This design comes from an exercise in tuning for small area, a short achievable clock period and few clock cycles per item on the open sky130 flow, not from production work.
Only the layout flow was run in this run; the RTL was not checked for function there.
Power is estimated from default activity; no workload was simulated.

**flow/flow/run.sh**
```bash
#!/bin/bash
# The standard layout (standard.sh), except that the port buffers are
# sky130_fd_sc_hd__buf_1 cells rather than ORFS's default delay buffers, and timing
# repair aims for 5.5 ns of setup slack. Each run's output goes to its own log.
set -euo pipefail
export BUFFER_PORTS_ARGS="-buffer_cell sky130_fd_sc_hd__buf_1"
export SETUP_SLACK_MARGIN=5.5
bash standard.sh synth > synth.log 2>&1
bash standard.sh > layout.log 2>&1
```
**flow/standard.sh**
```bash
#!/bin/bash
# synth_recipe.tcl (not shown) runs the flow's synth.tcl, then flattens the netlist and writes it again
# the make line also repeats each setting of config.mk as NAME=value (left out here)
make -C /OpenROAD-flow-scripts/flow DESIGN_CONFIG=/design/flow/config.mk WORK_HOME=/design/flow/orfs CLKGATE_MAP_FILE= SYNTH_SCRIPT=/design/flow/synth_recipe.tcl "${@:-finish}"
```
**flow/config.mk**
```make
export PLATFORM = sky130hd
export DESIGN_NAME = RGB2YUV
export DESIGN_NICKNAME = RGB2YUV
export VERILOG_FILES = /design/flow/design.v
export SDC_FILE = /design/flow/constraint.sdc
export NUM_CORES = 4
export LEC_CHECK = 0
export CAP_MARGIN = 20
export CORE_MARGIN = 2
export CORE_UTILIZATION = 55
export SLEW_MARGIN = 20
export SYNTH_HIERARCHICAL = 1
export SYNTH_MINIMUM_KEEP_SIZE = 0
```
**flow/constraint.sdc**
```tcl
create_clock -name core_clock -period 10.0 [get_ports {clk}]
set_input_delay 2.0000 -clock core_clock [delete_from_list [all_inputs] [get_ports {clk}]]
set_output_delay 2.0000 -clock core_clock [all_outputs]
set_load 0.01 [all_outputs]
```
**flow/design.v**
```verilog
`timescale 1ns/1ps
module RGB2YUV (start, clk, rst_n, inportR, inportG, inportB, done, outportY, outportU, outportV);
	input start, clk, rst_n;
	input [8:0] inportR, inportG, inportB;
	output done;
	output [8:0] outportY, outportU, outportV;
	wire [8:0] y, u, v;
	wire n_inportR_0 = ~inportR[0];
	wire n_inportR_1 = ~inportR[1];
	wire n_inportR_2 = ~inportR[2];
	wire n_inportR_3 = ~inportR[3];
	wire n_inportR_4 = ~inportR[4];
	wire n_inportR_5 = ~inportR[5];
	wire n_inportR_6 = ~inportR[6];
	wire n_inportR_7 = ~inportR[7];
	wire s1;
	wire c2;
	FA fa_s1 (.a(inportR[2]), .b(inportR[0]), .c(n_inportR_4), .s(s1), .co(c2));
	wire s3;
	wire c4;
	FA fa_s3 (.a(inportR[3]), .b(inportR[1]), .c(n_inportR_5), .s(s3), .co(c4));
	wire g5;
	assign g5 = n_inportR_0 & 1'b1;
	wire g6;
	assign g6 = n_inportR_0 | 1'b1;
	wire g7;
	assign g7 = n_inportR_2 & inportR[0];
	wire g8;
	assign g8 = n_inportR_2 | inportR[0];
	wire g9;
	assign g9 = n_inportR_3 & inportR[1];
	wire g10;
	assign g10 = n_inportR_3 | inportR[1];
	wire g11;
	assign g11 = c2 & s3;
	wire g12;
	assign g12 = c2 | s3;
	wire g13;
	assign g13 = n_inportR_1 & g5;
	wire g14;
	assign g14 = n_inportR_1 & g6;
	wire g15;
	assign g15 = g8 & n_inportR_1;
	wire g16;
	assign g16 = g9 | (g10 & g7);
	wire g17;
	assign g17 = g10 & g8;
	wire g18;
	assign g18 = s1 & g9;
	wire g19;
	assign g19 = s1 & g10;
	wire g20;
	assign g20 = g12 & s1;
	wire g21;
	assign g21 = g7 | (g15 & g5);
	wire g22;
	assign g22 = g16 | (g17 & g13);
	wire g23;
	assign g23 = g17 & g14;
	wire g24;
	assign g24 = g18 | (g19 & g7);
	wire g25;
	assign g25 = g19 & g15;
	wire g26;
	assign g26 = g11 | (g20 & g16);
	wire g27;
	assign g27 = g20 & g17;
	wire g28;
	assign g28 = g24 | (g25 & g5);
	wire g29;
	assign g29 = g26 | (g27 & g13);
	wire [12:0] t21 = {1'b0, inportG[7], inportG[6], inportG[7], inportG[6], inportG[7], inportG[6], inportG[5], inportG[4], inportG[3], inportG[2], inportG[1], inportG[0]} + {1'b0, 1'b0, 1'b0, inportG[5], inportG[4], inportG[5], inportG[4], inportG[3], inportG[2], inportG[1], inportG[0], 1'b0, 1'b0} + {1'b0, 1'b0, 1'b0, 1'b0, 1'b0, inportG[3], inportG[2], inportG[1], inportG[0], 1'b0, 1'b0, 1'b0, 1'b0};
	wire s30;
	wire c31;
	FA fa_s30 (.a(inportG[7]), .b(inportG[0]), .c(t21[7]), .s(s30), .co(c31));
	wire g32;
	assign g32 = t21[0] & inportG[0];
	wire g33;
	assign g33 = t21[0] | inportG[0];
	wire g34;
	assign g34 = t21[1] & inportG[1];
	wire g35;
	assign g35 = t21[1] | inportG[1];
	wire g36;
	assign g36 = t21[2] & inportG[2];
	wire g37;
	assign g37 = t21[2] | inportG[2];
	wire g38;
	assign g38 = t21[3] & inportG[3];
	wire g39;
	assign g39 = t21[3] | inportG[3];
	wire g40;
	assign g40 = t21[4] & inportG[4];
	wire g41;
	assign g41 = t21[4] | inportG[4];
	wire g42;
	assign g42 = t21[5] & inportG[5];
	wire g43;
	assign g43 = t21[5] | inportG[5];
	wire g44;
	assign g44 = t21[6] & inportG[6];
	wire g45;
	assign g45 = t21[6] | inportG[6];
	wire g46;
	assign g46 = g34 | (g35 & g32);
	wire g47;
	assign g47 = g35 & g33;
	wire g48;
	assign g48 = g36 | (g37 & g34);
	wire g49;
	assign g49 = g37 & g35;
	wire g50;
	assign g50 = g38 | (g39 & g36);
	wire g51;
	assign g51 = g39 & g37;
	wire g52;
	assign g52 = g40 | (g41 & g38);
	wire g53;
	assign g53 = g41 & g39;
	wire g54;
	assign g54 = g42 | (g43 & g40);
	wire g55;
	assign g55 = g43 & g41;
	wire g56;
	assign g56 = g44 | (g45 & g42);
	wire g57;
	assign g57 = g45 & g43;
	wire g58;
	assign g58 = s30 & g44;
	wire g59;
	assign g59 = s30 & g45;
	wire g60;
	assign g60 = g48 | (g49 & g32);
	wire g61;
	assign g61 = g50 | (g51 & g46);
	wire g62;
	assign g62 = g51 & g47;
	wire g63;
	assign g63 = g52 | (g53 & g48);
	wire g64;
	assign g64 = g53 & g49;
	wire g65;
	assign g65 = g54 | (g55 & g50);
	wire g66;
	assign g66 = g55 & g51;
	wire g67;
	assign g67 = g56 | (g57 & g52);
	wire g68;
	assign g68 = g57 & g53;
	wire g69;
	assign g69 = g58 | (g59 & g54);
	wire g70;
	assign g70 = g59 & g55;
	wire g71;
	assign g71 = g63 | (g64 & g32);
	wire g72;
	assign g72 = g65 | (g66 & g46);
	wire g73;
	assign g73 = g67 | (g68 & g60);
	wire g74;
	assign g74 = g69 | (g70 & g61);
	wire g75;
	assign g75 = g70 & g62;
	wire n_inportB_0 = ~inportB[0];
	wire n_inportB_1 = ~inportB[1];
	wire n_inportB_2 = ~inportB[2];
	wire n_inportB_3 = ~inportB[3];
	wire n_inportB_4 = ~inportB[4];
	wire n_inportB_5 = ~inportB[5];
	wire n_inportB_6 = ~inportB[6];
	wire n_inportB_7 = ~inportB[7];
	wire s76;
	wire c77;
	FA fa_s76 (.a(inportB[2]), .b(1'b1), .c(n_inportB_0), .s(s76), .co(c77));
	wire s78;
	wire c79;
	FA fa_s78 (.a(inportB[3]), .b(n_inportB_1), .c(c77), .s(s78), .co(c79));
	wire s80;
	wire c81;
	assign s80 = inportB[4] ^ n_inportB_2;
	assign c81 = inportB[4] & n_inportB_2;
	wire s82;
	wire c83;
	FA fa_s82 (.a(inportB[5]), .b(inportB[0]), .c(n_inportB_3), .s(s82), .co(c83));
	wire s84;
	wire c85;
	FA fa_s84 (.a(inportB[6]), .b(inportB[1]), .c(n_inportB_4), .s(s84), .co(c85));
	wire s86;
	wire c87;
	FA fa_s86 (.a(inportB[7]), .b(inportB[2]), .c(n_inportB_5), .s(s86), .co(c87));
	wire g88;
	assign g88 = c79 & s80;
	wire g89;
	assign g89 = c79 | s80;
	wire g90;
	assign g90 = c81 & s82;
	wire g91;
	assign g91 = c81 | s82;
	wire g92;
	assign g92 = c83 & s84;
	wire g93;
	assign g93 = c83 | s84;
	wire g94;
	assign g94 = c85 & s86;
	wire g95;
	assign g95 = c85 | s86;
	wire g96;
	assign g96 = inportB[1] & inportB[0];
	wire g97;
	assign g97 = s76 & inportB[1];
	wire g98;
	assign g98 = s78 & s76;
	wire g99;
	assign g99 = g89 & s78;
	wire g100;
	assign g100 = g90 | (g91 & g88);
	wire g101;
	assign g101 = g91 & g89;
	wire g102;
	assign g102 = g92 | (g93 & g90);
	wire g103;
	assign g103 = g93 & g91;
	wire g104;
	assign g104 = g94 | (g95 & g92);
	wire g105;
	assign g105 = g95 & g93;
	wire g106;
	assign g106 = g98 & g96;
	wire g107;
	assign g107 = g99 & g97;
	wire g108;
	assign g108 = g101 & g98;
	wire g109;
	assign g109 = g102 | (g103 & g88);
	wire g110;
	assign g110 = g103 & g99;
	wire g111;
	assign g111 = g104 | (g105 & g100);
	wire g112;
	assign g112 = g105 & g101;
	wire g113;
	assign g113 = g112 & g106;
	wire [8:0] sg_y;
	function [8:0] f_y;
		input [2:0] s;
		case (s)
			3'd0: f_y = 9'd504;
			3'd1: f_y = 9'd428;
			3'd2: f_y = 9'd354;
			3'd3: f_y = 9'd278;
			3'd4: f_y = 9'd475;
			3'd5: f_y = 9'd399;
			3'd6: f_y = 9'd325;
			3'd7: f_y = 9'd249;
			default: f_y = 9'd0;
		endcase
	endfunction
	assign sg_y = f_y({inportB[8], inportG[8], inportR[8]});
	wire s114;
	wire c115;
	FA fa_s114 (.a(inportR[4]), .b(inportR[2]), .c(inportG[1]), .s(s114), .co(c115));
	wire s116;
	wire c117;
	FA fa_s116 (.a(inportB[3]), .b(n_inportR_6), .c(n_inportB_6), .s(s116), .co(c117));
	wire s118;
	wire c119;
	FA fa_s118 (.a(c4), .b(c87), .c(sg_y[0]), .s(s118), .co(c119));
	wire s120;
	wire c121;
	FA fa_s120 (.a(s114), .b(s116), .c(s118), .s(s120), .co(c121));
	wire s122;
	wire c123;
	FA fa_s122 (.a(g29), .b(g111), .c(s120), .s(s122), .co(c123));
	wire s124;
	wire c125;
	FA fa_s124 (.a(t21[8]), .b(c31), .c(s122), .s(s124), .co(c125));
	wire s126;
	wire c127;
	FA fa_s126 (.a(inportR[5]), .b(inportR[3]), .c(inportG[2]), .s(s126), .co(c127));
	wire s128;
	wire c129;
	FA fa_s128 (.a(inportB[4]), .b(n_inportR_7), .c(n_inportB_7), .s(s128), .co(c129));
	wire s130;
	wire c131;
	FA fa_s130 (.a(c115), .b(c117), .c(sg_y[1]), .s(s130), .co(c131));
	wire s132;
	wire c133;
	FA fa_s132 (.a(s126), .b(s128), .c(c119), .s(s132), .co(c133));
	wire s134;
	wire c135;
	FA fa_s134 (.a(s130), .b(c121), .c(s132), .s(s134), .co(c135));
	wire s136;
	wire c137;
	FA fa_s136 (.a(t21[9]), .b(c123), .c(s134), .s(s136), .co(c137));
	wire s138;
	wire c139;
	FA fa_s138 (.a(inportR[6]), .b(inportR[4]), .c(inportG[3]), .s(s138), .co(c139));
	wire s140;
	wire c141;
	FA fa_s140 (.a(inportB[5]), .b(c127), .c(c129), .s(s140), .co(c141));
	wire s142;
	wire c143;
	FA fa_s142 (.a(sg_y[2]), .b(s138), .c(c131), .s(s142), .co(c143));
	wire s144;
	wire c145;
	FA fa_s144 (.a(s140), .b(c133), .c(s142), .s(s144), .co(c145));
	wire s146;
	wire c147;
	FA fa_s146 (.a(t21[10]), .b(c135), .c(s144), .s(s146), .co(c147));
	wire s148;
	wire c149;
	FA fa_s148 (.a(inportR[7]), .b(inportR[5]), .c(inportG[4]), .s(s148), .co(c149));
	wire s150;
	wire c151;
	FA fa_s150 (.a(inportB[6]), .b(c139), .c(sg_y[3]), .s(s150), .co(c151));
	wire s152;
	wire c153;
	FA fa_s152 (.a(s148), .b(c141), .c(s150), .s(s152), .co(c153));
	wire s154;
	wire c155;
	FA fa_s154 (.a(c143), .b(s152), .c(t21[11]), .s(s154), .co(c155));
	wire s156;
	wire c157;
	FA fa_s156 (.a(c145), .b(s154), .c(c147), .s(s156), .co(c157));
	wire s158;
	wire c159;
	FA fa_s158 (.a(inportR[6]), .b(inportG[5]), .c(inportB[7]), .s(s158), .co(c159));
	wire s160;
	wire c161;
	FA fa_s160 (.a(c149), .b(sg_y[4]), .c(s158), .s(s160), .co(c161));
	wire s162;
	wire c163;
	FA fa_s162 (.a(c151), .b(s160), .c(c153), .s(s162), .co(c163));
	wire s164;
	wire c165;
	FA fa_s164 (.a(t21[12]), .b(s162), .c(c155), .s(s164), .co(c165));
	wire s166;
	wire c167;
	FA fa_s166 (.a(inportR[7]), .b(inportG[6]), .c(c159), .s(s166), .co(c167));
	wire s168;
	wire c169;
	FA fa_s168 (.a(sg_y[5]), .b(c161), .c(s166), .s(s168), .co(c169));
	wire s170;
	wire c171;
	assign s170 = s168 ^ c163;
	assign c171 = s168 & c163;
	wire s172;
	wire c173;
	FA fa_s172 (.a(inportG[7]), .b(sg_y[6]), .c(c167), .s(s172), .co(c173));
	wire s174;
	wire c175;
	assign s174 = c169 ^ s172;
	assign c175 = c169 & s172;
	wire s176;
	wire c177;
	FA fa_s176 (.a(sg_y[7]), .b(c173), .c(c175), .s(s176), .co(c177));
	reg [14:0] st_y;
	wire [14:0] nx_y = {g74, (sg_y[8] ^ c177), s176, s174, c171, s170, c165, s164, c157, s156, s146, c137, s136, c125, s124};
	wire g178;
	assign g178 = st_y[1] & st_y[2];
	wire g179;
	assign g179 = st_y[1] | st_y[2];
	wire g180;
	assign g180 = st_y[3] & st_y[4];
	wire g181;
	assign g181 = st_y[3] | st_y[4];
	wire g182;
	assign g182 = st_y[6] & st_y[7];
	wire g183;
	assign g183 = st_y[6] | st_y[7];
	wire g184;
	assign g184 = st_y[8] & st_y[9];
	wire g185;
	assign g185 = st_y[8] | st_y[9];
	wire g186;
	assign g186 = st_y[10] & st_y[11];
	wire g187;
	assign g187 = st_y[10] | st_y[11];
	wire g188;
	assign g188 = st_y[0] & st_y[14];
	wire g189;
	assign g189 = g179 & st_y[0];
	wire g190;
	assign g190 = g180 | (g181 & g178);
	wire g191;
	assign g191 = g181 & g179;
	wire g192;
	assign g192 = st_y[5] & g180;
	wire g193;
	assign g193 = st_y[5] & g181;
	wire g194;
	assign g194 = g183 & st_y[5];
	wire g195;
	assign g195 = g184 | (g185 & g182);
	wire g196;
	assign g196 = g185 & g183;
	wire g197;
	assign g197 = g186 | (g187 & g184);
	wire g198;
	assign g198 = g187 & g185;
	wire g199;
	assign g199 = st_y[12] & g186;
	wire g200;
	assign g200 = st_y[12] & g187;
	wire g201;
	assign g201 = g178 | (g189 & st_y[14]);
	wire g202;
	assign g202 = g190 | (g191 & g188);
	wire g203;
	assign g203 = g192 | (g193 & g178);
	wire g204;
	assign g204 = g193 & g189;
	wire g205;
	assign g205 = g182 | (g194 & g190);
	wire g206;
	assign g206 = g194 & g191;
	wire g207;
	assign g207 = g195 | (g196 & g192);
	wire g208;
	assign g208 = g196 & g193;
	wire g209;
	assign g209 = g197 | (g198 & g182);
	wire g210;
	assign g210 = g198 & g194;
	wire g211;
	assign g211 = g199 | (g200 & g195);
	wire g212;
	assign g212 = g200 & g196;
	wire g213;
	assign g213 = g203 | (g204 & st_y[14]);
	wire g214;
	assign g214 = g205 | (g206 & g188);
	wire g215;
	assign g215 = g207 | (g208 & g201);
	wire g216;
	assign g216 = g209 | (g210 & g202);
	wire g217;
	assign g217 = g211 | (g212 & g203);
	wire g218;
	assign g218 = g212 & g204;
	wire g219;
	assign g219 = g217 | (g218 & st_y[14]);
	assign y = {(st_y[13] ^ g219), (st_y[12] ^ g216), (st_y[10] ^ st_y[11] ^ g215), (st_y[8] ^ st_y[9] ^ g214), (st_y[6] ^ st_y[7] ^ g213), (st_y[5] ^ g202), (st_y[3] ^ st_y[4] ^ g201), (st_y[1] ^ st_y[2] ^ g188), (st_y[0] ^ st_y[14])};
	wire s220;
	wire c221;
	FA fa_s220 (.a(inportR[4]), .b(inportR[2]), .c(inportR[0]), .s(s220), .co(c221));
	wire s222;
	wire c223;
	FA fa_s222 (.a(inportR[5]), .b(inportR[3]), .c(inportR[1]), .s(s222), .co(c223));
	wire s224;
	wire c225;
	FA fa_s224 (.a(inportR[6]), .b(inportR[4]), .c(inportR[2]), .s(s224), .co(c225));
	wire s226;
	wire c227;
	FA fa_s226 (.a(1'b1), .b(n_inportR_0), .c(c223), .s(s226), .co(c227));
	wire s228;
	wire c229;
	FA fa_s228 (.a(inportR[7]), .b(inportR[5]), .c(inportR[3]), .s(s228), .co(c229));
	wire s230;
	wire c231;
	FA fa_s230 (.a(n_inportR_1), .b(c225), .c(s228), .s(s230), .co(c231));
	wire g232;
	assign g232 = inportR[2] & inportR[0];
	wire g233;
	assign g233 = inportR[2] | inportR[0];
	wire g234;
	assign g234 = inportR[3] & inportR[1];
	wire g235;
	assign g235 = inportR[3] | inportR[1];
	wire g236;
	assign g236 = c221 & s222;
	wire g237;
	assign g237 = c221 | s222;
	wire g238;
	assign g238 = s224 & s226;
	wire g239;
	assign g239 = s224 | s226;
	wire g240;
	assign g240 = c227 & s230;
	wire g241;
	assign g241 = c227 | s230;
	wire g242;
	assign g242 = inportR[1] & inportR[0];
	wire g243;
	assign g243 = g233 & inportR[1];
	wire g244;
	assign g244 = g234 | (g235 & g232);
	wire g245;
	assign g245 = g235 & g233;
	wire g246;
	assign g246 = s220 & g234;
	wire g247;
	assign g247 = s220 & g235;
	wire g248;
	assign g248 = g237 & s220;
	wire g249;
	assign g249 = g238 | (g239 & g236);
	wire g250;
	assign g250 = g239 & g237;
	wire g251;
	assign g251 = g240 | (g241 & g238);
	wire g252;
	assign g252 = g241 & g239;
	wire g253;
	assign g253 = g245 & g242;
	wire g254;
	assign g254 = g246 | (g247 & g232);
	wire g255;
	assign g255 = g247 & g243;
	wire g256;
	assign g256 = g236 | (g248 & g244);
	wire g257;
	assign g257 = g248 & g245;
	wire g258;
	assign g258 = g249 | (g250 & g246);
	wire g259;
	assign g259 = g250 & g247;
	wire g260;
	assign g260 = g251 | (g252 & g236);
	wire g261;
	assign g261 = g252 & g248;
	wire g262;
	assign g262 = g258 | (g259 & g232);
	wire g263;
	assign g263 = g260 | (g261 & g244);
	wire g264;
	assign g264 = g261 & g253;
	wire n_t21_6 = ~t21[6];
	wire n_t21_7 = ~t21[7];
	wire n_t21_8 = ~t21[8];
	wire n_t21_9 = ~t21[9];
	wire n_t21_10 = ~t21[10];
	wire n_t21_11 = ~t21[11];
	wire n_t21_12 = ~t21[12];
	wire g265;
	assign g265 = ~(t21[0] | t21[1] | t21[2] | t21[3] | t21[4] | t21[5]);
	wire [8:0] sg_u;
	function [8:0] f_u;
		input [2:0] s;
		case (s)
			3'd0: f_u = 9'd448;
			3'd1: f_u = 9'd320;
			3'd2: f_u = 9'd491;
			3'd3: f_u = 9'd363;
			3'd4: f_u = 9'd20;
			3'd5: f_u = 9'd404;
			3'd6: f_u = 9'd63;
			3'd7: f_u = 9'd447;
			default: f_u = 9'd0;
		endcase
	endfunction
	assign sg_u = f_u({inportG[8], inportR[8], inportB[8]});
	wire s266;
	wire c267;
	FA fa_s266 (.a(inportB[1]), .b(inportR[6]), .c(inportR[4]), .s(s266), .co(c267));
	wire s268;
	wire c269;
	FA fa_s268 (.a(n_inportR_2), .b(c229), .c(sg_u[0]), .s(s268), .co(c269));
	wire s270;
	wire c271;
	FA fa_s270 (.a(s266), .b(c231), .c(s268), .s(s270), .co(c271));
	wire s272;
	wire c273;
	FA fa_s272 (.a(s270), .b(n_t21_6), .c(g263), .s(s272), .co(c273));
	wire s274;
	wire c275;
	FA fa_s274 (.a(inportB[2]), .b(inportR[7]), .c(inportR[5]), .s(s274), .co(c275));
	wire s276;
	wire c277;
	FA fa_s276 (.a(n_inportR_3), .b(c267), .c(sg_u[1]), .s(s276), .co(c277));
	wire s278;
	wire c279;
	FA fa_s278 (.a(s274), .b(c269), .c(s276), .s(s278), .co(c279));
	wire s280;
	wire c281;
	FA fa_s280 (.a(c271), .b(s278), .c(n_t21_7), .s(s280), .co(c281));
	wire s282;
	wire c283;
	FA fa_s282 (.a(inportB[3]), .b(inportR[6]), .c(n_inportR_4), .s(s282), .co(c283));
	wire s284;
	wire c285;
	FA fa_s284 (.a(c275), .b(sg_u[2]), .c(s282), .s(s284), .co(c285));
	wire s286;
	wire c287;
	FA fa_s286 (.a(c277), .b(s284), .c(c279), .s(s286), .co(c287));
	wire s288;
	wire c289;
	FA fa_s288 (.a(n_t21_8), .b(s286), .c(c281), .s(s288), .co(c289));
	wire s290;
	wire c291;
	FA fa_s290 (.a(inportB[4]), .b(inportR[7]), .c(n_inportR_5), .s(s290), .co(c291));
	wire s292;
	wire c293;
	FA fa_s292 (.a(c283), .b(sg_u[3]), .c(s290), .s(s292), .co(c293));
	wire s294;
	wire c295;
	FA fa_s294 (.a(c285), .b(s292), .c(n_t21_9), .s(s294), .co(c295));
	wire s296;
	wire c297;
	FA fa_s296 (.a(c287), .b(s294), .c(c289), .s(s296), .co(c297));
	wire s298;
	wire c299;
	FA fa_s298 (.a(inportB[5]), .b(n_inportR_6), .c(c291), .s(s298), .co(c299));
	wire s300;
	wire c301;
	FA fa_s300 (.a(sg_u[4]), .b(s298), .c(c293), .s(s300), .co(c301));
	wire s302;
	wire c303;
	FA fa_s302 (.a(s300), .b(n_t21_10), .c(c295), .s(s302), .co(c303));
	wire s304;
	wire c305;
	FA fa_s304 (.a(inportB[6]), .b(n_inportR_7), .c(sg_u[5]), .s(s304), .co(c305));
	wire s306;
	wire c307;
	FA fa_s306 (.a(c299), .b(s304), .c(c301), .s(s306), .co(c307));
	wire s308;
	wire c309;
	assign s308 = n_t21_11 ^ s306;
	assign c309 = n_t21_11 & s306;
	wire s310;
	wire c311;
	FA fa_s310 (.a(inportB[7]), .b(sg_u[6]), .c(c305), .s(s310), .co(c311));
	wire s312;
	wire c313;
	FA fa_s312 (.a(s310), .b(n_t21_12), .c(c307), .s(s312), .co(c313));
	wire s314;
	wire c315;
	assign s314 = sg_u[7] ^ c311;
	assign c315 = sg_u[7] & c311;
	reg [14:0] st_u;
	wire [14:0] nx_u = {g265, (sg_u[8] ^ c315), s314, c313, s312, c309, s308, c303, s302, c297, s296, s288, s280, c273, s272};
	wire g316;
	assign g316 = st_u[1] & st_u[2];
	wire g317;
	assign g317 = st_u[1] | st_u[2];
	wire g318;
	assign g318 = st_u[5] & st_u[6];
	wire g319;
	assign g319 = st_u[5] | st_u[6];
	wire g320;
	assign g320 = st_u[7] & st_u[8];
	wire g321;
	assign g321 = st_u[7] | st_u[8];
	wire g322;
	assign g322 = st_u[9] & st_u[10];
	wire g323;
	assign g323 = st_u[9] | st_u[10];
	wire g324;
	assign g324 = st_u[11] & st_u[12];
	wire g325;
	assign g325 = st_u[11] | st_u[12];
	wire g326;
	assign g326 = st_u[0] & st_u[14];
	wire g327;
	assign g327 = g317 & st_u[0];
	wire g328;
	assign g328 = st_u[3] & g316;
	wire g329;
	assign g329 = st_u[3] & g317;
	wire g330;
	assign g330 = st_u[4] & st_u[3];
	wire g331;
	assign g331 = g319 & st_u[4];
	wire g332;
	assign g332 = g320 | (g321 & g318);
	wire g333;
	assign g333 = g321 & g319;
	wire g334;
	assign g334 = g322 | (g323 & g320);
	wire g335;
	assign g335 = g323 & g321;
	wire g336;
	assign g336 = g324 | (g325 & g322);
	wire g337;
	assign g337 = g325 & g323;
	wire g338;
	assign g338 = g316 | (g327 & st_u[14]);
	wire g339;
	assign g339 = g328 | (g329 & g326);
	wire g340;
	assign g340 = g330 & g316;
	wire g341;
	assign g341 = g330 & g327;
	wire g342;
	assign g342 = g318 | (g331 & g328);
	wire g343;
	assign g343 = g331 & g329;
	wire g344;
	assign g344 = g333 & g330;
	wire g345;
	assign g345 = g334 | (g335 & g318);
	wire g346;
	assign g346 = g335 & g331;
	wire g347;
	assign g347 = g336 | (g337 & g332);
	wire g348;
	assign g348 = g337 & g333;
	wire g349;
	assign g349 = g340 | (g341 & st_u[14]);
	wire g350;
	assign g350 = g342 | (g343 & g326);
	wire g351;
	assign g351 = g332 | (g344 & g338);
	wire g352;
	assign g352 = g345 | (g346 & g339);
	wire g353;
	assign g353 = g347 | (g348 & g340);
	wire g354;
	assign g354 = g348 & g341;
	wire g355;
	assign g355 = g353 | (g354 & st_u[14]);
	assign u = {(st_u[13] ^ g355), (st_u[11] ^ st_u[12] ^ g352), (st_u[9] ^ st_u[10] ^ g351), (st_u[7] ^ st_u[8] ^ g350), (st_u[5] ^ st_u[6] ^ g349), (st_u[4] ^ g339), (st_u[3] ^ g338), (st_u[1] ^ st_u[2] ^ g326), (st_u[0] ^ st_u[14])};
	wire n_inportG_1 = ~inportG[1];
	wire n_inportG_2 = ~inportG[2];
	wire n_inportG_3 = ~inportG[3];
	wire n_inportG_4 = ~inportG[4];
	wire n_inportG_5 = ~inportG[5];
	wire n_inportG_6 = ~inportG[6];
	wire n_inportG_7 = ~inportG[7];
	wire g356;
	assign g356 = ~inportG[0] | t21[7];
	wire s357;
	wire c358;
	FA fa_s357 (.a(1'b1), .b(n_inportB_2), .c(n_inportB_0), .s(s357), .co(c358));
	wire s359;
	wire c360;
	FA fa_s359 (.a(n_inportB_3), .b(n_inportB_1), .c(c358), .s(s359), .co(c360));
	wire s361;
	wire c362;
	assign s361 = n_inportB_4 ^ n_inportB_2;
	assign c362 = n_inportB_4 & n_inportB_2;
	wire s363;
	wire c364;
	FA fa_s363 (.a(n_inportB_5), .b(n_inportB_3), .c(c362), .s(s363), .co(c364));
	wire g365;
	assign g365 = n_inportB_0 & 1'b1;
	wire g366;
	assign g366 = n_inportB_0 | 1'b1;
	wire g367;
	assign g367 = c360 & s361;
	wire g368;
	assign g368 = c360 | s361;
	wire g369;
	assign g369 = n_inportB_1 & g365;
	wire g370;
	assign g370 = n_inportB_1 & g366;
	wire g371;
	assign g371 = s357 & n_inportB_1;
	wire g372;
	assign g372 = s359 & s357;
	wire g373;
	assign g373 = g368 & s359;
	wire g374;
	assign g374 = s363 & g367;
	wire g375;
	assign g375 = s363 & g368;
	wire g376;
	assign g376 = g371 & g365;
	wire g377;
	assign g377 = g372 & g369;
	wire g378;
	assign g378 = g372 & g370;
	wire g379;
	assign g379 = g373 & g371;
	wire g380;
	assign g380 = g375 & g372;
	wire g381;
	assign g381 = g367 | (g379 & g365);
	wire g382;
	assign g382 = g374 | (g380 & g369);
	wire [8:0] sg_v;
	function [8:0] f_v;
		input [2:0] s;
		case (s)
			3'd0: f_v = 9'd492;
			3'd1: f_v = 9'd364;
			3'd2: f_v = 9'd87;
			3'd3: f_v = 9'd471;
			3'd4: f_v = 9'd0;
			3'd5: f_v = 9'd384;
			3'd6: f_v = 9'd107;
			3'd7: f_v = 9'd491;
			default: f_v = 9'd0;
		endcase
	endfunction
	assign sg_v = f_v({inportB[8], inportG[8], inportR[8]});
	wire s383;
	wire c384;
	FA fa_s383 (.a(inportR[1]), .b(n_inportG_1), .c(n_inportB_6), .s(s383), .co(c384));
	wire s385;
	wire c386;
	FA fa_s385 (.a(n_inportB_4), .b(sg_v[0]), .c(s383), .s(s385), .co(c386));
	wire s387;
	wire c388;
	FA fa_s387 (.a(c364), .b(s385), .c(g382), .s(s387), .co(c388));
	wire s389;
	wire c390;
	FA fa_s389 (.a(inportR[2]), .b(n_inportG_2), .c(n_inportB_7), .s(s389), .co(c390));
	wire s391;
	wire c392;
	FA fa_s391 (.a(n_inportB_5), .b(c384), .c(sg_v[1]), .s(s391), .co(c392));
	wire s393;
	wire c394;
	FA fa_s393 (.a(s389), .b(c386), .c(s391), .s(s393), .co(c394));
	wire s395;
	wire c396;
	FA fa_s395 (.a(s393), .b(t21[9]), .c(c388), .s(s395), .co(c396));
	wire s397;
	wire c398;
	FA fa_s397 (.a(inportR[3]), .b(n_inportG_3), .c(n_inportB_6), .s(s397), .co(c398));
	wire s399;
	wire c400;
	FA fa_s399 (.a(c390), .b(sg_v[2]), .c(s397), .s(s399), .co(c400));
	wire s401;
	wire c402;
	FA fa_s401 (.a(c392), .b(s399), .c(c394), .s(s401), .co(c402));
	wire s403;
	wire c404;
	FA fa_s403 (.a(t21[10]), .b(s401), .c(c396), .s(s403), .co(c404));
	wire s405;
	wire c406;
	FA fa_s405 (.a(inportR[4]), .b(n_inportG_4), .c(n_inportB_7), .s(s405), .co(c406));
	wire s407;
	wire c408;
	FA fa_s407 (.a(c398), .b(sg_v[3]), .c(s405), .s(s407), .co(c408));
	wire s409;
	wire c410;
	FA fa_s409 (.a(c400), .b(s407), .c(t21[11]), .s(s409), .co(c410));
	wire s411;
	wire c412;
	assign s411 = c402 ^ s409;
	assign c412 = c402 & s409;
	wire s413;
	wire c414;
	FA fa_s413 (.a(inportR[5]), .b(n_inportG_5), .c(c406), .s(s413), .co(c414));
	wire s415;
	wire c416;
	FA fa_s415 (.a(sg_v[4]), .b(s413), .c(c408), .s(s415), .co(c416));
	wire s417;
	wire c418;
	FA fa_s417 (.a(s415), .b(t21[12]), .c(c410), .s(s417), .co(c418));
	wire s419;
	wire c420;
	FA fa_s419 (.a(inportR[6]), .b(n_inportG_6), .c(sg_v[5]), .s(s419), .co(c420));
	wire s421;
	wire c422;
	FA fa_s421 (.a(c414), .b(s419), .c(c416), .s(s421), .co(c422));
	wire s423;
	wire c424;
	FA fa_s423 (.a(inportR[7]), .b(n_inportG_7), .c(sg_v[6]), .s(s423), .co(c424));
	wire s425;
	wire c426;
	assign s425 = c420 ^ s423;
	assign c426 = c420 & s423;
	wire s427;
	wire c428;
	FA fa_s427 (.a(sg_v[7]), .b(c424), .c(c426), .s(s427), .co(c428));
	reg [14:0] st_v;
	wire [14:0] nx_v = {g356, (sg_v[8] ^ c428), s427, s425, c422, s421, c418, s417, c412, s411, c404, s403, s395, s387, t21[8]};
	wire g429;
	assign g429 = st_v[0] & st_v[1];
	wire g430;
	assign g430 = st_v[0] | st_v[1];
	wire g431;
	assign g431 = st_v[4] & st_v[5];
	wire g432;
	assign g432 = st_v[4] | st_v[5];
	wire g433;
	assign g433 = st_v[6] & st_v[7];
	wire g434;
	assign g434 = st_v[6] | st_v[7];
	wire g435;
	assign g435 = st_v[8] & st_v[9];
	wire g436;
	assign g436 = st_v[8] | st_v[9];
	wire g437;
	assign g437 = st_v[10] & st_v[11];
	wire g438;
	assign g438 = st_v[10] | st_v[11];
	wire g439;
	assign g439 = g429 | (g430 & st_v[14]);
	wire g440;
	assign g440 = st_v[2] & g429;
	wire g441;
	assign g441 = st_v[2] & g430;
	wire g442;
	assign g442 = st_v[3] & st_v[2];
	wire g443;
	assign g443 = g432 & st_v[3];
	wire g444;
	assign g444 = g433 | (g434 & g431);
	wire g445;
	assign g445 = g434 & g432;
	wire g446;
	assign g446 = g435 | (g436 & g433);
	wire g447;
	assign g447 = g436 & g434;
	wire g448;
	assign g448 = g437 | (g438 & g435);
	wire g449;
	assign g449 = g438 & g436;
	wire g450;
	assign g450 = st_v[12] & g437;
	wire g451;
	assign g451 = st_v[12] & g438;
	wire g452;
	assign g452 = g440 | (g441 & st_v[14]);
	wire g453;
	assign g453 = g442 & g439;
	wire g454;
	assign g454 = g431 | (g443 & g440);
	wire g455;
	assign g455 = g443 & g441;
	wire g456;
	assign g456 = g445 & g442;
	wire g457;
	assign g457 = g446 | (g447 & g431);
	wire g458;
	assign g458 = g447 & g443;
	wire g459;
	assign g459 = g448 | (g449 & g444);
	wire g460;
	assign g460 = g449 & g445;
	wire g461;
	assign g461 = g450 | (g451 & g446);
	wire g462;
	assign g462 = g451 & g447;
	wire g463;
	assign g463 = g454 | (g455 & st_v[14]);
	wire g464;
	assign g464 = g444 | (g456 & g439);
	wire g465;
	assign g465 = g457 | (g458 & g452);
	wire g466;
	assign g466 = g459 | (g460 & g453);
	wire g467;
	assign g467 = g461 | (g462 & g454);
	wire g468;
	assign g468 = g462 & g455;
	wire g469;
	assign g469 = g467 | (g468 & st_v[14]);
	assign v = {(st_v[13] ^ g469), (st_v[12] ^ g466), (st_v[10] ^ st_v[11] ^ g465), (st_v[8] ^ st_v[9] ^ g464), (st_v[6] ^ st_v[7] ^ g463), (st_v[4] ^ st_v[5] ^ g453), (st_v[3] ^ g452), (st_v[2] ^ g439), (st_v[0] ^ st_v[1] ^ st_v[14])};
	assign done = start;
	always @(posedge clk or negedge rst_n) begin
		if (!rst_n) begin
			st_y <= 15'd0;
			st_u <= 15'd0;
			st_v <= 15'd0;
		end else if (start) begin
			st_y <= nx_y;
			st_u <= nx_u;
			st_v <= nx_v;
		end
	end
	assign outportY = y;
	assign outportU = u;
	assign outportV = v;
endmodule
module FA (a, b, c, s, co);
	input a, b, c;
	output s, co;
	assign s = a ^ b ^ c;
	assign co = (a & b) | (a & c) | (b & c);
endmodule
```
==> run_results.csv <==
group,metric,value,unit
run_status,status,"no timing/DRC/antenna violations",
logic_synthesis,netlist_top_cells_area,"fa_1 35%, dfrtp_1 20%, ha_1 13%",
detailed_routing,drt_first_pass_iters,4,
die,placementRows,36,
cells_and_area,final_common_cell,"fa_1",
clocking,clk_pin_slew,90,ps
pwr,power_density,220,nW/µm²
clocking,cts_buffer_depth,2,
detailed_routing,vias,3817,
pwr,vdd_drop_max,0.000151,V
global_routing,grt_overflow,0,
pwr,p_int,0.806,mW
global_routing,grtUsageTotal,24.9,%
setup_path,critical_path_arrival,5130,ps
sta,whs,542,ps
job,cap_violations,0,
cells_and_area,antenna_cells,0,
sta,period_needed,4920,ps
global_routing,grt_antenna_before_repair,0,
setup_path,reg2reg_setup_slack,9060,ps
detailed_routing,post_drt_via_cell_ratio,5.26,
sta,hold_viol_final,0,
die,coreArea,9770,µm²
clocking,cts_made_buffers,5,
sta,worstMarginPinSlew,602,ps
clocking,cts_tree,"yes",
placed_design,gp_congestion,0.947,
detailed_routing,drc,0,
logic_synthesis,syn_area_per_cell,10.9,µm²
logic_synthesis,ys_seq_area_share,20.3,%
detailed_routing,wl_per_cell,17.3,µm
cells_and_area,nFillCells,802,
sta,worst_clock_skew,0,ps
logic_synthesis,synth-seq-cells,45,
die,start_util,56.8,%
logic_synthesis,ys_types,44,
cells_and_area,syn_to_final_growth,19.8,%
clocking,hold_buffers,0,
sta,drv_slew,0,
logic_synthesis,synth.largest_area_cell,"fa_1",
setup_path,criticalPathCategory,"primary input to flop",
pwr,pwr-share-seq,21.2,%
logic_synthesis,netlist_area,5550,µm²
clocking,cts_root_buf,"clkbuf_8",
sta,max_slew_margin,59.8,%
hold_path,hold_class,"flop to flop",
pwr,p_sw_share,44.8,%
cells_and_area,mostFrequentLayoutCells,"73 x fa_1, 70 x inv_1, 57 x ha_1",
setup_path,cp_max_fo,2,
clocking,cts.htree.levels,2,
die,die_h,104,µm
setup_path,start_kind,"primary input",
die,fp.dieW,104,µm
sta,max_freq,203,MHz
logic_synthesis,synth_top_area_share,35.4,%
detailed_routing,antenna_left,0,
die,dieArea,10900,µm²
sta,setup_viol,0,
cells_and_area,drive_above_1_share,23.1,%
sta,final.setup.tns,0,ps
global_routing,grt_pass1_vias,4189,
pwr,p_leak,3.01,nW
detailed_routing,drtIter0Drc,166,
pwr,netSwitchingPower,0.655,mW
clocking,clock_latency,320,ps
pwr,combPwrFrac,68.4,%
setup_path,crit_required,10210,ps
placed_design,port_buffers,57,
die,io_pins,58,
global_routing,grt_pass1_wl,20.9,mm
sta,fin_crit_sh,49.2,%
global_routing,grt_max_degree,79,
placed_design,post-dp-hpwl,10.2,mm
setup_path,endpoint_kind,"flop",
pwr,clockPowerShare,10.3,%
clocking,cts.sinks,45,
cells_and_area,final_nets,778,
logic_synthesis,yosysWarnings,7,
sta,rsz0062_at_grt,"true",
detailed_routing,detail_route.wirelength,12.6,mm
logic_synthesis,netlist_instances,511,
[cell usage after synthesis (all sizes together)]
| cell type | instances |
|---|---|
| nand4bb | 1 |
| and2 | 2 |
| and2b | 1 |
| a222oi | 1 |
| or2 | 2 |
| o22ai | 2 |
| a221oi | 1 |
| o31ai | 3 |
| buf | 4 |
| xor2 | 11 |
| clkbuf | 6 |
| o221ai | 1 |
| o41ai | 1 |
| dfrtp | 45 |
| a31oi | 4 |
| xnor2 | 22 |
| fa | 98 |
| o21ai | 45 |
| nand3 | 1 |
| nor3 | 3 |
| inv | 80 |
| o21a | 2 |
| nor2b | 4 |
| nor3b | 2 |
| a21o | 2 |
| a41o | 1 |
| a221o | 1 |
| and3 | 1 |
| nand2 | 41 |
| nor2 | 16 |
| a21oi | 19 |
| mux2 | 12 |
| conb | 1 |
| o21bai | 6 |
| mux2i | 3 |
| ha | 59 |
| maj3 | 6 |
| or3b | 1 |
[metrics by stage]
stage	worst slack, ps	power [mW]	area (µm²)	cells	utilization, %
4_1_cts	5000	1.45	6430	714	65.8
2_1_floorplan	4960	0.969	5660	513	-
3_3_place_gp	4180	1.23	6010	695	61.5
5_1_grt	5020	1.61	6650	725	68.0
6_report	5080	1.46	6650	725	68.0
3_5_place_dp	4130	1.26	6010	695	61.5
[area by class of cell]
class	count	area, µm²	area share (%)
clock buffers	6	82.6	1.24
clock inverters	2	37.5	0.565
inverters	80	319	4.80
multi-input cells	378	4340	65.2
flip-flops and latches	45	1130	16.9
well taps	133	166	2.50
repair buffers	81	578	8.70
[power by group through the flow]
stage               Combinational (mW)  Clock (mW)  Sequential [mW]
finish                            1.00       0.151            0.310
global route                      1.13       0.161            0.321
CTS                              0.987       0.154            0.311
detailed placement               0.941           0            0.315
global placement                 0.917           0            0.311
floorplan                        0.670           0            0.299
[per-module statistics from Yosys (local to each module, per instance)]
| module | flops+latches | times used | cells inside |
|---|---|---|---|
| RGB2YUV | 45 | 1 | 420 |
| FA | 0 | 91 | 1 |
[worst max-delay path, stage by stage]
cell,delay (ps)
buf_12,90
inv_12,30
fa_2,360
fa_2,340
nor2b_4,130
maj3_2,300
maj3_2,290
maj3_2,320
fa_2,560
fa_2,430
mux2_2,270
[sequential cells by signal (all words and copies together) (netlist names)]
name  cells
st_u     15
st_v     15
st_y     15
[path summary, 6_finish.rpt]
kind                             to        from  cells past startpoint
min in group asynchronous  st_u[14]       rst_n                      2
min                        st_y[13]    st_y[13]                      1
max reg2reg                st_u[14]    st_u[14]                      2
max in group asynchronous   st_u[8]       rst_n                      2
min reg2reg                st_y[13]    st_y[13]                      1
max                         st_y[0]  inportB[0]                     11
[metal layers]
| metal | global-route usage [%] | wire length [µm] |
|---|---|---|
| met5 | 0 | 0 |
| met4 | 5.21 | 184 |
| met3 | 6.27 | 680 |
| met2 | 42.2 | 6250 |
| met1 | 32.5 | 5450 |
[what timing repair did]
action	4_1_cts	5_1_grt
pin swaps	21	32
buffers inserted	11	11
setup endpoints to repair	34	26
resized for setup	75	44
[kinds of logic (layout without fill, tap and decap cells)]
group	after synthesis	count (layout)	share of synthesized area, %
DFF	45	45	20.3
adders and majority gates	163	163	49.8
and+or+nand+nor	75	75	6.04
xor gates and xnor gates	33	33	5.21
muxes	15	15	2.98
buffers and inverters	90	169	6.16
other	1	3	0.0676
AOI/OAI and AO/OA	89	89	9.40

## re-timing with driven ports
No port has a modelled driver above. Below, the same layout with a new extraction and two added sets of constraints. Step 1 (the two cells are an assumption about what drives the block):
set clk [get_ports {clk}]
set_driving_cell -lib_cell sky130_fd_sc_hd__clkbuf_16 $clk
set_driving_cell -lib_cell sky130_fd_sc_hd__buf_2 [delete_from_list [all_inputs] $clk]
Step 2 moves the port delays by t, midway between the first and last clock arrival at a register: inputs arrive t later, outputs are due t later. That takes back most of the time a late clock gives input paths. a / b / c = ideal / step 1 / step 2; a / b = the first two.
shift t [ns]: 0.341
slack for setup (ns): 5.081 / 5.042 / 4.701
worst data-port slew with drivers (ns): 0.09
After both steps setup and hold are still met in this run. The setup slack of this run moves by -0.039 ns with the drivers and by -0.380 ns with both steps.
